This is an optimization exercise on Yosys and OpenROAD, whose aim is small area, not a production implementation. Function was checked by simulation only, so behaviour that the tests miss may differ from the original.

**design/flow/run.sh**
```bash
#!/bin/bash
# synth_recipe.tcl (not shown) runs the flow's synth.tcl, then flattens the netlist and writes it again
# the make line also repeats each setting of config.mk as NAME=value (left out here)
make -C /OpenROAD-flow-scripts/flow DESIGN_CONFIG=/design/flow/config.mk WORK_HOME=/design/flow/orfs CLKGATE_MAP_FILE= SYNTH_SCRIPT=/design/flow/synth_recipe.tcl finish
```
**design/flow/config.mk**
```make
export PLATFORM = sky130hd
export DESIGN_NAME = main
export DESIGN_NICKNAME = main
export VERILOG_FILES = /design/flow/design.v
export SDC_FILE = /design/flow/constraint.sdc
export NUM_CORES = 4
export LEC_CHECK = 0
export ABC_AREA = 1
export CAP_MARGIN = 20
export CORE_MARGIN = 2
export CORE_UTILIZATION = 40
export SLEW_MARGIN = 20
```
**design/flow/constraint.sdc**
```tcl
create_clock -name core_clock -period 16.0 [get_ports {clk}]
set_input_delay 3.2000 -clock core_clock [delete_from_list [all_inputs] [get_ports {clk}]]
set_output_delay 3.2000 -clock core_clock [all_outputs]
set_load 0.01 [all_outputs]
```
**design/flow/design.v**
```verilog
module mux
(input [9:0] q,
 input sh, b,
 output [9:0] out);
assign out = sh ? {q[8:0], b} : q;
endmodule
module somador
(input [8:0] X,
 input s, a,
 output [9:0] q);
wire w1 = (s & X[0]) ^ (a & X[0]);
wire w2 = (s & X[0]) & (a & X[0]);
wire w3 = (a & X[1]) ^ (w2);
wire w4 = (a & X[1]) & (w2);
wire w5 = (s & X[1] & ~X[0]) ^ (a & X[2]) ^ (w4);
wire w6 = ((s & X[1] & ~X[0]) & (a & X[2])) | ((w4) & ((s & X[1] & ~X[0]) ^ (a & X[2])));
wire w7 = (s & X[0] & X[1]) ^ (s & X[0] & X[2]) ^ (a & X[3]);
wire w8 = ((s & X[0] & X[1]) & (s & X[0] & X[2])) | ((a & X[3]) & ((s & X[0] & X[1]) ^ (s & X[0] & X[2])));
wire w9 = (w6) ^ (w7);
wire w10 = (w6) & (w7);
wire w11 = (s & X[2] & ~X[1]) ^ (s & X[0] & X[3]) ^ (a & X[4]);
wire w12 = ((s & X[2] & ~X[1]) & (s & X[0] & X[3])) | ((a & X[4]) & ((s & X[2] & ~X[1]) ^ (s & X[0] & X[3])));
wire w13 = (w8) ^ (w10) ^ (w11);
wire w14 = ((w8) & (w10)) | ((w11) & ((w8) ^ (w10)));
wire w15 = (s & X[1] & X[2]) ^ (s & X[0] & X[4]) ^ (s & X[1] & X[3]);
wire w16 = ((s & X[1] & X[2]) & (s & X[0] & X[4])) | ((s & X[1] & X[3]) & ((s & X[1] & X[2]) ^ (s & X[0] & X[4])));
wire w17 = (a & X[5]) ^ (w12) ^ (w14);
wire w18 = ((a & X[5]) & (w12)) | ((w14) & ((a & X[5]) ^ (w12)));
wire w19 = (w15) ^ (w17);
wire w20 = (w15) & (w17);
wire w21 = (s & X[3] & ~X[2]) ^ (s & X[0] & X[5]) ^ (s & X[1] & X[4]);
wire w22 = ((s & X[3] & ~X[2]) & (s & X[0] & X[5])) | ((s & X[1] & X[4]) & ((s & X[3] & ~X[2]) ^ (s & X[0] & X[5])));
wire w23 = (a & X[6]) ^ (w16) ^ (w18);
wire w24 = ((a & X[6]) & (w16)) | ((w18) & ((a & X[6]) ^ (w16)));
wire w25 = (w20) ^ (w21) ^ (w23);
wire w26 = ((w20) & (w21)) | ((w23) & ((w20) ^ (w21)));
wire w27 = (s & X[2] & X[3]) ^ (s & X[0] & X[6]) ^ (s & X[1] & X[5]);
wire w28 = ((s & X[2] & X[3]) & (s & X[0] & X[6])) | ((s & X[1] & X[5]) & ((s & X[2] & X[3]) ^ (s & X[0] & X[6])));
wire w29 = (s & X[2] & X[4]) ^ (a & X[7]) ^ (w22);
wire w30 = ((s & X[2] & X[4]) & (a & X[7])) | ((w22) & ((s & X[2] & X[4]) ^ (a & X[7])));
wire w31 = (w24) ^ (w26) ^ (w27);
wire w32 = ((w24) & (w26)) | ((w27) & ((w24) ^ (w26)));
wire w33 = (w29) ^ (w31);
wire w34 = (w29) & (w31);
wire w35 = (s & X[4] & ~X[3]) ^ (s & X[0] & X[7]) ^ (s & X[1] & X[6]);
wire w36 = ((s & X[4] & ~X[3]) & (s & X[0] & X[7])) | ((s & X[1] & X[6]) & ((s & X[4] & ~X[3]) ^ (s & X[0] & X[7])));
wire w37 = (s & X[2] & X[5]) ^ (a & X[8]) ^ (w28);
wire w38 = ((s & X[2] & X[5]) & (a & X[8])) | ((w28) & ((s & X[2] & X[5]) ^ (a & X[8])));
wire w39 = (w30) ^ (w32) ^ (w34);
wire w40 = ((w30) & (w32)) | ((w34) & ((w30) ^ (w32)));
wire w41 = (w35) ^ (w37) ^ (w39);
wire w42 = ((w35) & (w37)) | ((w39) & ((w35) ^ (w37)));
wire w43 = (s & X[3] & X[4]) ^ (s & X[0] & X[8]) ^ (s & X[1] & X[7]);
wire w44 = (s & X[2] & X[6]) ^ (s & X[3] & X[5]) ^ (w36);
wire w45 = (w38) ^ (w40) ^ (w42);
wire w46 = (w43) ^ (w44) ^ (w45);
assign q[0] = w1;
assign q[1] = w3;
assign q[2] = w5;
assign q[3] = w9;
assign q[4] = w13;
assign q[5] = w19;
assign q[6] = w25;
assign q[7] = w33;
assign q[8] = w41;
assign q[9] = w46;
endmodule
module display
(input [9:0] res,
output [6:0] display0, display1, display2, display3);
function [3:0] a3(input [3:0] d);
	case (d)
		4'd0: a3=4'd0; 4'd1: a3=4'd1; 4'd2: a3=4'd2; 4'd3: a3=4'd3; 4'd4: a3=4'd4;
		4'd5: a3=4'd8; 4'd6: a3=4'd9; 4'd7: a3=4'd10; 4'd8: a3=4'd11; 4'd9: a3=4'd12;
		default: a3=4'bxxxx;
	endcase
endfunction
wire [3:0] c1 = a3({1'b0,res[9:7]});
wire [3:0] c2 = a3({c1[2:0],res[6]});
wire [3:0] c3 = a3({c2[2:0],res[5]});
wire [3:0] c4 = a3({c3[2:0],res[4]});
wire [3:0] d1 = a3({1'b0,c1[3],c2[3],c3[3]});
wire [3:0] c5 = a3({c4[2:0],res[3]});
wire [3:0] d2 = a3({d1[2:0],c4[3]});
wire [3:0] c6 = a3({c5[2:0],res[2]});
wire [3:0] d3 = a3({d2[2:0],c5[3]});
wire [3:0] e1 = a3({1'b0,d1[3],d2[3],d3[3]});
wire [3:0] c7 = a3({c6[2:0],res[1]});
wire [3:0] d4 = a3({d3[2:0],c6[3]});
wire [3:0] ones = {c7[2:0],res[0]};
wire [3:0] tens = {d4[2:0],c7[3]};
wire [3:0] hund = {e1[2:0],d4[3]};
wire th = e1[3];
seg7 s0(ones, display0); seg7 s1(tens, display1); seg7 s2(hund, display2);
assign display3 = {1'b1, th, th, th, 2'b00, th};
endmodule
module seg7(input [3:0] d, output reg [6:0] s);
always @(*)
	case (d)
		4'd0: s = 7'b1000000;
		4'd1: s = 7'b1111001;
		4'd2: s = 7'b0100100;
		4'd3: s = 7'b0110000;
		4'd4: s = 7'b0011001;
		4'd5: s = 7'b0010010;
		4'd6: s = 7'b0000010;
		4'd7: s = 7'b1011000;
		4'd8: s = 7'b0000000;
		4'd9: s = 7'b0010000;
		default: s = 7'bxxxxxxx;
	endcase
endmodule
module bo
(output [6:0] d0, d1, d2, d3,
 input ldx,
 input s, a, sh, b,
 input clock,
 input [9:0] X);
reg [8:0] regX;
always @(posedge clock)
	if (ldx)
		regX <= X[8:0];
wire [9:0] q, v;
somador sum(.X(regX), .s(s), .a(a), .q(q));
mux m(.q(q), .sh(sh), .b(b), .out(v));
display dis(.res(v), .display0(d0), .display1(d1), .display2(d2), .display3(d3));
endmodule
module bc
(input clock, start,
 output flag,
 output ldx,             
 output s, a, sh, b);    
localparam R0  = 4'd0,  RX2 = 4'd1,  R2X = 4'd2,  RP  = 4'd3,
           RP1 = 4'd4,  A   = 4'd5,  B   = 4'd6,  S2  = 4'd7,
           S3  = 4'd8,  S4  = 4'd9,  S5  = 4'd10, S6  = 4'd11,
           S7  = 4'd12;
reg [3:0] state;
always @(posedge clock)
	if (start)
		case (state)
			A, B:    state <= S2;
			S2:      state <= S3;
			S3:      state <= S4;
			S4:      state <= S5;
			S5:      state <= S6;
			S6:      state <= S7;
			S7:      state <= B;
			default: state <= A;
		endcase
	else
		case (state)
			S3, S4:  state <= RX2;
			S5:      state <= R2X;
			S6:      state <= RP;
			S7:      state <= RP1;
			default: state <= R0;
		endcase
reg [3:0] c;
always @(*)
	case (state)
		RX2, S4, S5: c = 4'b1000;    
		R2X, S6:     c = 4'b0110;    
		RP, S7:      c = 4'b1110;    
		RP1, B:      c = 4'b1111;    
		default:     c = 4'b0000;    
	endcase
assign {s, a, sh, b} = c;
assign flag = (state == R0) | (state == RX2) | (state == R2X) |
              (state == RP) | (state == RP1) | (state == B);
assign ldx = !(state == S3 || state == S4 || state == S5 ||
               state == S6 || state == S7);
endmodule
module main
(input clk,
input start,
input[9:0] x,
output flag,
output [6:0] hex0, hex1, hex2, hex3);
wire ldx, s, a, sh, b;
bc comandBlock(.clock(clk), .start(start), .flag(flag), .ldx(ldx), .s(s), .a(a), .sh(sh), .b(b));
bo operatorBlock(.d0(hex0), .d1(hex1), .d2(hex2), .d3(hex3), .ldx(ldx), .s(s), .a(a), .sh(sh), .b(b), .clock(clk), .X(x));
endmodule
```
==> results of run 1 <==
state kept, by name (all words and copies together) (netlist names):
signal	count
comandBlock.state	4
operatorBlock.regX	9
metrics by stage:
stage / setup WS, ns / cells / hold slack (ns)
floorplan: 4.467 / 469 / 0.5697
global placement: 3.420 / 593 / 0.6192
detailed placement: 3.323 / 593 / 0.6295
CTS: 3.019 / 597 / 0.6449
global route: 2.249 / 597 / 0.6839
finish: 3.092 / 597 / 0.6423
cells by family after synthesis:
kind of cell             after synthesis
AO/OA/AOI/OAI                         51
XOR/XNOR                               2
adder cells (fa/ha/maj)               40
buffers and inverters                108
flip-flops                            13
other                                  2
AND/OR/NAND/NOR                      252
how the worst max path moves through the flow:
stage / to / slack, ns / cells past startpoint / startpoint
after floorplan: hex2[4] / 4.47 / 50 / comandBlock.state[0]$_DFFE_PP_
after global placement: hex2[4] / 3.42 / 50 / comandBlock.state[0]$_DFFE_PP_
after detailed placement: hex2[4] / 3.32 / 50 / comandBlock.state[0]$_DFFE_PP_
after CTS: hex2[4] / 3.02 / 50 / comandBlock.state[0]$_DFFE_PP_
after global routing: hex2[3] / 2.25 / 51 / comandBlock.state[0]$_DFFE_PP_
final: hex2[4] / 3.09 / 50 / comandBlock.state[0]$_DFFE_PP_
layer usage:
layer | vias up | wire length (microns)
met3 | 5 | 117
li1 | 1492 | -
met5 | - | 0
met2 | 33 | 2783
met1 | 1228 | 2618
met4 | 0 | 53
worst max-delay path: cells and delay by family, from the launching register on:
kind,cells,cell delay (ns)
simple gates,23,2.64
fa+ha+maj,12,4.31
compound gates,2,0.37
buf+inv,11,1.29
xor+xnor,2,0.41
flops,1,0.43
cells in the final DEF, fill, tap and decap left out, types with 11 or more instances in the layout:
cell type        count
clkdlybuf4s50_1     36
ha_1                24
nand3_2             11
nor2_1              56
inv_2               17
inv_1               79
nand3_1             31
o21ai_0             16
nand2_1            106
nand2_2             21
fa_1                16
a21oi_1             13
layout make-up:
type | instances | area [sq um] | area share [%]
Clock buffer | 3 | 41.29 | 1.188
Timing Repair Buffer | 36 | 360.3 | 10.37
Inverter | 97 | 364.1 | 10.48
Sequential cell | 13 | 360.3 | 10.37
Tap cell | 99 | 123.9 | 3.565
Multi-Input combinational cell | 348 | 2220 | 63.88
Clock inverter | 1 | 5.005 | 0.1440
==> impl_results.md, run 1 <==
- Placed wire-length estimate: 4856 microns
- Worst r2r dst: operatorBlock.regX[4]$_DFFE_PN_
- Total number of vias: 2758
- Synth cell count leaders: nand2_1 (106), inv_1 (79), nor2_1 (56)
- Pins Over Slew Limit: 0
- Synthesized area per cell: 6.454 sq um
- Post-route setup TNS: 0 ns
- Most Crowded Layer GR: met2
- H-tree lvl count: 1
- Placer Congestion: 0.8280
- Met1 Use GR: 17.59%
- Met2 Usage GRT: 27.61%
- WS Path Type: register to output pin
- Mux contribution to synthesized area: 0%
- Placed Area: 0.003428 sq mm
- Area delta synth->final: 15.04%
- Reg clk slew, reported paths: 0.05 ns
- Slew HR: 52.12%
- Synth Warn #: 4
- CTS Buf Count: 3
- Startpoint Class: register
- IO Count: 41
- Max stage delay on crit path: 0.54 ns
- Arrival time at the worst endpoint: 9.71 ns
- # rows: 31
- Worst Tran Pin Value: 0.7134 ns
- Asr flop ratio synth: 0%
- Clock Latency Late Sink: 0.24 ns
- FF+latch count, synth: 13
- Compound-gate portion of the synthesized area: 11.10%
- Reg2reg path depth: 3
- N_diodes: 0
- Clock sink total: 13
- Final Cycle Share: 80.67%
- Final core occ: 47.65%
- Synth Area in Simple Gates: 40.89%
- CTS tree: built
- DR vias/cell: 4.620
- Core Box Area: 0.007292 sq mm
- Fmax: 77.47 MHz
- Postcts setup bufs: 0
- Routed wire length: 5571 microns
- Final hold viol count: 0
- Seq/Total Area, Yosys: 11.93%
- Post-CTS resize count: 0
- Endpoint type of the worst setup path: output pin
- Largest net degree at the start of global routing: 20
- Starting Density: 41.42%
- Number of max-cap violations: 0
- 1st-iter DRT viols: 55
- Synth Area in XOR/XNOR: 0.5800%
- WHS Path Cells: 2
- Final setup fails: 0
- Critical path fanouts, max: 12
- Ys flop type: edfxtp_1
- CTS max path bufs: 2
- Hold Path End: comandBlock.state[2]$_DFF_P_
- Cell taking the most area after synthesis: nand2_1
- GRT overflow: 0
- Worst min-delay path startpoint: comandBlock.state[3]$_SDFF_PN0_
- Largest family of logic cells by synthesized area: simple AND/OR/NAND/NOR gates
- Post-layout minimum cycle time: 12.91 ns
- Post-Synthesis Cells: 468
- Count leader, synth: nand2_1
- First-pass GRT wire length: 10650 microns
- RSZ-0062 raised after global routing: no
- Yosys top cell area share: 13.17%
- PortBufs: 36
- CTS Root Cell: clkbuf_8
- Detailed Routing Iterations Pass 1: 4
- Final Cell Area: 0.003475 sq mm
- Hold WC Path Type: register to register
- Routed length per instance: 9.332 microns
- CP max-delay cell: fa_1
- WP data required: 12.80 ns
- Fillers: 789
- Number of global-route vias before repair: 2705
- Synthesized area: 0.003020 sq mm
- R2R setup slack: 14.26 ns
- Cts hold-fix bufs: 0
- Nets: 551
- DIE WIDTH: 90.90 microns
- Synth top area cells: nand2_1 (13%), fa_1 (11%), edfxtp_1 (9.9%)
- Initial antenna violation count: 0
- Full die area: 0.008262 sq mm
- RR Startpoint: comandBlock.state[0]$_DFFE_PP_
- Fraction of layout cells with a size suffix above 1: 16.27%
- Met3 usage: 0.7513%
- Fin Clk Skew: 0.001277 ns
- Number of synthesized flops with an enable pin: 10
- Post-route DRC: 0
- Die Ht: 90.90 microns
- Antenna-violating nets left: 0
- Synth Area in Adders: 20.55%
- Total Routing Usage GR: 14.53%
- Yosys cell types: 38
- Status: complete, no violations
==> inputs of run 2 (changes only) <==
==> design/flow/flow/run.sh (new file) <==
#!/bin/bash
# Standard layout with two changes: after the standard synthesis every
# combinational cell is set to its smallest drive strength (the flow's own
# repair steps size up whatever needs it), and the port buffers are buf_1.
set -euo pipefail
R=orfs/results/$FLOW_PLATFORM/main/base
bash standard.sh synth > synth.log 2>&1
cp $R/1_2_yosys.v 1_2_yosys.std.v
python3 flow/downsize.py $FLOW_HOME/platforms/$FLOW_PLATFORM/lib/sky130_fd_sc_hd__tt_025C_1v80.lib \
    1_2_yosys.std.v $R/1_2_yosys.v > downsize.log 2>&1
bash standard.sh 'BUFFER_PORTS_ARGS=-buffer_cell sky130_fd_sc_hd__buf_1' finish > layout.log 2>&1
==> design/flow/flow/downsize.py (new file) <==
# Rewrites a mapped netlist with each combinational cell X_N replaced by the
# smallest-area drive strength of X that has the same pins. Flip-flops keep
# their cell (their drive strength may change, but is left as is here).
import re, sys
lib, src, dst = sys.argv[1:4]
t = open(lib).read()
cells = {}
for m in re.finditer(r'\n\s*cell\s*\(\s*"?(\w+)"?\s*\)\s*\{', t):
    name = m.group(1)
    body = t[m.end():m.end() + 20000]
    nxt = re.search(r'\n\s*cell\s*\(', body)
    if nxt: body = body[:nxt.start()]
    area = float(re.search(r'area\s*:\s*([\d.]+)', body).group(1))
    pins = tuple(sorted(re.findall(r'\n\s*pin\s*\(\s*"?(\w+)"?\s*\)', body)))
    seq = bool(re.search(r'\bff\s*\(|\blatch\s*\(|statetable', body))
    cells[name] = (area, pins, seq)
dont = set()
def family(n):
    m = re.match(r'(sky130_fd_sc_hd__\w+?)_(\d+)$', n)
    return m.group(1) if m else None
best = {}
for n, (a, p, s) in cells.items():
    f = family(n)
    if f is None or s or 'lpflow' in n or 'probe' in n: continue
    k = (f, p)
    if k not in best or a < cells[best[k]][0]:
        best[k] = n
v = open(src).read()
count = {}
out = []
for line in v.split('\n'):
    m = re.match(r'^(\s*)(sky130_fd_sc_hd__\w+)(\s.*)$', line)
    if m:
        n = m.group(2)
        if n in cells and not cells[n][2]:
            f = family(n)
            if f and not f.endswith('conb'):
                b = best.get((f, cells[n][1]), n)
                if b != n:
                    count[(n, b)] = count.get((n, b), 0) + 1
                    line = m.group(1) + b + m.group(3)
    out.append(line)
open(dst, 'w').write('\n'.join(out))
for (a, b), c in sorted(count.items()):
    print(a, '->', b, c)
==> design/flow/standard.sh (new file) <==
#!/bin/bash
# synth_recipe.tcl (not shown) runs the flow's synth.tcl, then flattens the netlist and writes it again
# the make line also repeats each setting of config.mk as NAME=value (left out here)
make -C /OpenROAD-flow-scripts/flow DESIGN_CONFIG=/design/flow/config.mk WORK_HOME=/design/flow/orfs CLKGATE_MAP_FILE= SYNTH_SCRIPT=/design/flow/synth_recipe.tcl "${@:-finish}"
removed: design/flow/run.sh
==> run 2 against run 1 <==
Effect of this change: largest cell class unchanged; worst hold slack better by 0.0063 ns; sequential cell count stayed put; first-iteration DRC count grew 31%; clock-buffer cell count did not move; register-to-register slack better by 0.04 ns.
==> impl_results.md, run 2 <==
- Core Box Area: 0.006681 sq mm (-8.4%)
- Status: complete, no violations
- Placer Congestion: 0.8438 (+1.9%)
- CTS max path bufs: 2 (unchanged)
- Routed wire length: 5245 microns (-5.9%)
- Fin Clk Skew: 0.0008396 ns (-0.0004370 ns)
- DIE WIDTH: 86.37 microns (-5.0%)
- Detailed Routing Iterations Pass 1: 5 (+1)
- Crit path max-delay family: adder cells
- Startpoint Class: register
- Final hold viol count: 0 (unchanged)
- FF+latch area: 360.3 sq um (unchanged)
- Worst Tran Pin Value: 0.6818 ns (-0.03160 ns)
- Initial antenna violation count: 0 (unchanged)
- Number of global-route vias before repair: 2478 (-8.4%)
- # rows: 30 (-3.2%)
- RSZ-0062 raised after global routing: no
- Fraction of layout cells with a size suffix above 1: 0.8032% (-15 points)
- IO Count: 41 (unchanged)
- Clock Latency Late Sink: 0.24 ns (about the same)
- Post-layout minimum cycle time: 13.39 ns (+0.4820 ns)
- CTS tree: built
- Post-route DRC: 0 (unchanged)
- CP max-delay cell: fa_1
- Post-route setup TNS: 0 ns (unchanged)
- Post-Synthesis Cells: 468 (unchanged)
- CTS Buf Count: 3 (unchanged)
- Hold WC Path Type: register to register
- Routed length per instance: 9.074 microns (-2.8%)
- Clock sink total: 13 (unchanged)
- DR vias/cell: 4.787 (+3.6%)
- Number of max-cap violations: 0 (unchanged)
- Die Ht: 86.37 microns (-5.0%)
- Slew HR: 54.24% (+2.1 points)
- Starting Density: 40.62% (-0.80 points)
- WS Path Type: register to output pin
- Reg clk slew, reported paths: 0.05 ns (about the same)
- Total Routing Usage GR: 14.98% (+0.44 points)
- Max stage delay on crit path: 0.54 ns (about the same)
- Post-CTS resize count: 0 (unchanged)
- Area delta synth->final: 8.990%
- Total number of vias: 2767 (+0.33%)
- H-tree lvl count: 1 (unchanged)
- Endpoint type of the worst setup path: output pin
- Commonest non-fill, non-tap cell in the layout: nand2_1
- Cell repeated most along the worst path: inv_1
- 1st-iter DRT viols: 72 (+31%)
- Final Cycle Share: 83.69% (+3.0 points)
- Nets: 551 (unchanged)
- Final core occ: 44.27% (-3.4 points)
- Fillers: 730 (-7.5%)
- First-pass GRT wire length: 9646 microns (-9.5%)
- Final Cell Area: 0.002958 sq mm (-15%)
- Crit path buf inv count: 11 (unchanged)
- Antenna-violating nets left: 0 (unchanged)
- Number of flip-flops in the largest register: 9 (unchanged)
- Arrival time at the worst endpoint: 10.19 ns (+0.48 ns)
- Fmax: 74.68 MHz (-3.6%)
- Area of the multi-input gates: 0.001952 sq mm (-12%)
- Biggest register: operatorBlock.regX
- Full die area: 0.007460 sq mm (-9.7%)
- Synthesized area: 0.002714 sq mm (-10%)
- Placed wire-length estimate: 4470 microns (-7.9%)
- Placed Area: 0.002912 sq mm (-15%)
- Most frequent cells in the layout: nand2_1 (128), inv_1 (96), nor2_1 (65)
- Postcts setup bufs: 0 (unchanged)
- GRT overflow: 0 (unchanged)
- Largest net degree at the start of global routing: 20 (unchanged)
- Synthesized area per cell: 5.799 sq um (-10%)
- WP data required: 12.80 ns (about the same)
- Final setup fails: 0 (unchanged)
- Critical path fanouts, max: 12 (unchanged)
- CTS Root Cell: clkbuf_8
- PortBufs: 36 (unchanged)
- Largest registers: operatorBlock.regX x9, comandBlock.state x4
- N_diodes: 0 (unchanged)
- Cts hold-fix bufs: 0 (unchanged)
- Synth Warn #: 4 (unchanged)
- Pins Over Slew Limit: 0 (unchanged)
==> run 2: worst paths after layout <==
| check | slack [ns] | cells past startpoint | to | from |
|---|---|---|---|---|
| worst max-delay path | 2.61 | 47 | hex2[3] | comandBlock.state[0]$_DFFE_PP_ |
| worst min-delay path | 0.65 | 3 | comandBlock.state[3]$_SDFF_PN0_ | comandBlock.state[3]$_SDFF_PN0_ |
| worst min register to register | 0.65 | 3 | comandBlock.state[3]$_SDFF_PN0_ | comandBlock.state[3]$_SDFF_PN0_ |
| worst max register to register | 14.30 | 3 | operatorBlock.regX[7]$_DFFE_PN_ | comandBlock.state[0]$_DFFE_PP_ |
==> run 2: metal layers <==
metal / up-vias / wire length [microns] / part of all wire (%) / global-route usage (%)
met5: - / 0 / 0 / 0
met4: 0 / 62 / 1.2 / 4.261
met3: 5 / 98 / 1.9 / 0.5714
met2: 39 / 2629 / 50 / 28.74
met1: 1228 / 2454 / 47 / 18.01
li1: 1495 / - / - / -
==> run 2: through the flow <==
| step | std cells | hold WS [ns] | setup WS [ns] |
|---|---|---|---|
| 2_1_floorplan | 469 | 0.5719 | 3.943 |
| 3_3_place_gp | 574 | 0.6292 | 2.972 |
| 3_5_place_dp | 574 | 0.6385 | 2.857 |
| 4_1_cts | 578 | 0.6563 | 2.536 |
| 5_1_grt | 578 | 0.7055 | 1.539 |
| 6_report | 578 | 0.6487 | 2.610 |
==> run 2: layout make-up <==
cell class	count	area share, %
clock buffer	3	1.396
timing repair buffer	36	4.569
sequential	13	12.18
inverter	97	12.31
multi-input combinational	348	65.99
tap	80	3.384
clock inverter	1	0.1692
==> run 2: tightest hold or removal path, delay by kind of cell (launching register included) <==
| kind | cells | cell delay [ns] |
|---|---|---|
| flops | 1 | 0.36 |
| simple gates | 2 | 0.19 |
| buf+inv | 1 | 0.07 |

## static timing again, ports no longer ideal
How much do the figures lean on ideal ports? The routed layouts below were timed once more, with nothing changed but the port constraints.
Step 1: set_driving_cell puts a clkbuf_16 on clk and a buf_2 on each other input, an assumption about the parent block.
Step 2 also shifts input and output timing later by t, the mid clock arrival at the registers, as if the neighbouring blocks saw the same clock.
a / b / c = ideal / step 1 / step 2; a / b = the first two.
run	t (ns)	setup slack, ns	worst setup path at the end
run 1	0.266	3.092 / 3.070 / 3.336	register to output
run 2	0.264	2.610 / 2.587 / 2.851	register to output
After both steps every run listed still meets setup and hold.
